This design comes from an exercise in tuning for small area and few clock cycles per item on the open sky130 flow, not from production work.
Where RTL was checked, it was by simulation tests only, not by an equivalence proof against the original.

## md5_pipe
module md5_pipe (
    input          clk,
    input          rst_n,       
    input          in_valid,
    output         in_ready,
    input  [63:0]  msg,         
    output         out_valid,
    output [127:0] hash,        
    output [63:0]  out_msg      
);
export LEC_CHECK = 0
export CAP_MARGIN = 20
export CORE_MARGIN = 2
export CORE_UTILIZATION = 50
export CTS_BUF_LIST = sky130_fd_sc_hd__clkbuf_16
export CTS_CLUSTER_DIAMETER = 100
export CTS_CLUSTER_SIZE = 24
export GPL_TIMING_DRIVEN = 0
export SLEW_MARGIN = 20
create_clock -name core_clock -period 12.5 [get_ports {clk}]
standard.sh (not shown) runs the stock make flow with config.mk's settings and CLKGATE_MAP_FILE= SYNTH_SCRIPT=/design/flow/synth_recipe.tcl, a recipe that flattens the netlist after the stock synthesis.
==> flow/flow/run.sh <==
#!/bin/bash
# Own layout flow: the standard ORFS flow (standard.sh, all steps from
# synthesis to the final layout), with one change: synthesis maps the logic
# with the ABC script in flow/abc.script instead of ORFS's abc_speed.script.
# Yosys, register mapping, flattening and renaming are the standard flow's own
# (synth_recipe.tcl), so the registers are the standard synthesis's.
set -euo pipefail
W=$PWD
rm -rf "$W/scripts_mod"
cp -r "$FLOW_HOME/scripts" "$W/scripts_mod"
cp "$W/flow/abc.script" "$W/scripts_mod/abc_speed.script"
bash "$W/standard.sh" SCRIPTS_DIR="$W/scripts_mod" SYNTH_ARGS=-noabc ADDER_MAP_FILE= "CTS_ARGS=-sink_clustering_enable -repair_clock_nets -dont_use_dummy_load -buf_list sky130_fd_sc_hd__clkbuf_8 -sink_clustering_size 15 -sink_clustering_max_diameter 70" finish > "$W/orfs_make.log" 2>&1
==> flow/flow/abc.script <==
strash
dch
amap
buffer -c
topo
stime -c
upsize -c
dnsize -c
Testbench counts at the start, summed over its fixed seeds: cycles 6,186, items 6,000.
Next try:
--- a/flow/design.v
+++ b/flow/design.v
@@ -37,30 +37,30 @@
 reg [31:0] s26_t52, s26_b52, s26_b51, s26_x53, s26_m0, s26_m1;
 reg [31:0] s27_t54, s27_b54, s27_b53, s27_x55, s27_m0, s27_m1;
 reg [31:0] s28_t56, s28_b56, s28_b55, s28_x57, s28_m0, s28_m1;
 reg [31:0] s29_t58, s29_b58, s29_b57, s29_x59, s29_m0, s29_m1;
 reg [31:0] s30_t60, s30_b60, s30_b59, s30_x61, s30_m0, s30_m1;
 reg [31:0] s31_t62, s31_b62, s31_b61, s31_x63, s31_m0, s31_m1;
 reg [31:1] v;
 always @(posedge clk) begin
     v <= {v[30:1], in_valid} & {31{rst_n}};
 end
 wire [31:0] f0 = (32'hefcdab89 & 32'h98badcfe) | (~32'hefcdab89 & 32'h10325476);
 wire [31:0] x0 = m0_in + 32'h3eafc779;
-wire [31:0] t0 = add32(x0, f0);
+wire [31:0] t0 = add32_io(x0, f0);
 wire [31:0] b1 = 32'hefcdab89 + {t0[24:0], t0[31:25]};
 wire [31:0] f1 = (b1 & 32'hefcdab89) | (~b1 & 32'h98badcfe);
 wire [31:0] x1 = m1_in + 32'hf8fa0bcc;
-wire [31:0] t1 = add32(x1, f1);
-wire [31:0] b2 = add32(b1, {t1[19:0], t1[31:20]});
+wire [31:0] t1 = add32_io(x1, f1);
+wire [31:0] b2 = add32_io(b1, {t1[19:0], t1[31:20]});
 always @(posedge clk) begin
     s1_b2 <= b2;
     s1_b1 <= b1;
     s1_m0 <= m0_in;
     s1_m1 <= m1_in;
 end
 wire [31:0] f2 = (s1_b2 & s1_b1) | (~s1_b2 & 32'hefcdab89);
 wire [31:0] t2 = 32'hbcdb4e59 + f2;
 wire [31:0] b3 = add32(s1_b2, {t2[14:0], t2[31:15]});
 wire [31:0] f3 = (b3 & s1_b2) | (~b3 & s1_b1);
 wire [31:0] t3 = 32'hb18b7a77 + f3;
 wire [31:0] b4 = add32(b3, {t3[9:0], t3[31:10]});
@@ -531,51 +531,78 @@
 wire [31:0] f62 = b61 ^ (b62 | ~s30_b60);
 wire [31:0] x62 = s30_b59 + 32'h2ad7d33b;
 wire [31:0] t62 = add32(x62, f62);
 wire [31:0] px63 = s30_b60 + 32'heb86d391;
 always @(posedge clk) begin
     s31_t62 <= t62;
     s31_b62 <= b62;
     s31_b61 <= b61;
     s31_x63 <= px63;
     s31_m0 <= s30_m0;
     s31_m1 <= s30_m1;
 end
-wire [31:0] b63 = add32(s31_b62, {s31_t62[16:0], s31_t62[31:17]});
+wire [31:0] b63 = add32_io(s31_b62, {s31_t62[16:0], s31_t62[31:17]});
 wire [31:0] f63 = s31_b62 ^ (b63 | ~s31_b61);
-wire [31:0] t63 = add32(s31_x63, f63);
+wire [31:0] t63 = add32_io(s31_x63, f63);
 wire [31:0] hb = b63 + {t63[10:0], t63[31:11]} + 32'hefcdab89;
 wire [31:0] ha = s31_b61 + 32'h67452301;
 wire [31:0] hc = b63 + 32'h98badcfe;
 wire [31:0] hd = s31_b62 + 32'h10325476;
 assign hash = {{ha[7:0], ha[15:8], ha[23:16], ha[31:24]}, {hb[7:0], hb[15:8], hb[23:16], hb[31:24]}, {hc[7:0], hc[15:8], hc[23:16], hc[31:24]}, {hd[7:0], hd[15:8], hd[23:16], hd[31:24]}};
 assign out_msg = {{s31_m0[7:0], s31_m0[15:8], s31_m0[23:16], s31_m0[31:24]}, {s31_m1[7:0], s31_m1[15:8], s31_m1[23:16], s31_m1[31:24]}};
 assign out_valid = v[31];
 function [31:0] add32;    
     input [31:0] a, b;
     reg [31:0] g, p, gn, pn;
+    integer l, i;
+    begin
+        g = a & b; p = a ^ b;
+        for (l = 0; l < 5; l = l + 1) begin
+            gn = g; pn = p;
+            for (i = 0; i < 32; i = i + 1)
+                if (((i + 1) % (2 << l)) == 0) begin
+                    gn[i] = g[i] | (p[i] & g[i - (1 << l)]);
+                    pn[i] = p[i] & p[i - (1 << l)];
+                end
+            g = gn; p = pn;
+        end
+        for (l = 3; l >= 0; l = l - 1) begin
+            gn = g; pn = p;
+            for (i = 0; i < 32; i = i + 1)
+                if (((i + 1) % (2 << l)) == (1 << l) && i >= (2 << l)) begin
+                    gn[i] = g[i] | (p[i] & g[i - (1 << l)]);
+                    pn[i] = p[i] & p[i - (1 << l)];
+                end
+            g = gn; p = pn;
+        end
+        add32 = a ^ b ^ {g[30:0], 1'b0};
+    end
+endfunction
+function [31:0] add32_io;    
+    input [31:0] a, b;
+    reg [31:0] g, p, gn, pn;
     integer l, i, j;
     begin
         g = a & b; p = a ^ b;
         for (l = 0; l < 5; l = l + 1) begin
             gn = g; pn = p;
             for (i = 0; i < 32; i = i + 1)
                 if ((i >> l) & 1) begin
                     j = ((i >> l) << l) - 1;
                     gn[i] = g[i] | (p[i] & g[j]);
                     pn[i] = p[i] & p[j];
                 end
             g = gn; p = pn;
         end
-        add32 = a ^ b ^ {g[30:0], 1'b0};
+        add32_io = a ^ b ^ {g[30:0], 1'b0};
     end
 endfunction
 endmodule
 module md5_pipe (
     input          clk,
     input          rst_n,       
     input          in_valid,
     output         in_ready,
     input  [63:0]  msg,         
     output         out_valid,
     output [127:0] hash,        
     output [63:0]  out_msg      
With this change the flow finished but failed the layout checks on setup timing.
Via count shrinks by a few percent.
Die area shrinks by a few percent.
Area after synthesis shrinks by a few percent.
Cell area shrinks by a few percent.
Setup slack loses 0.58 ns.
Hold slack loses 0.046 ns.
Global-route usage shrinks by 0.99 points.
Core utilization grows by 0.62 points.
Only the layout flow was run in the second run of this note; the RTL was not checked for function there.

## afterwards: timing with drivers on the ports
The results above use ideal ports. As a check the final layouts listed here were re-extracted and re-timed, cells and wires unchanged.
Step 1 assumes that a clkbuf_16 drives the clock port and a buf_2 every other input.
Step 2 adds t to the input delays and takes it off the output delays; t is the mean of the earliest and latest rising clock arrival at the registers after step 1. Input paths then give back, and output paths get back, about the clock's delay inside the block.
Slacks: ideal / step 1 / step 2; pairs: ideal / step 1.
| run | shift t [ns] | setup WS [ns] | cell pins on the clock port's net |
|---|---|---|---|
| the first run | 1.379 | 0.471 / 0.335 / -0.588 | 1 |
| the second run | 1.370 | -0.107 / -0.246 / -0.591 | 1 |
With both steps, setup timing fails in the first run, where it was met with ideal ports. The setup slack of the first run, which loses most, moves by -0.136 ns with the drivers and by -1.059 ns with both steps.
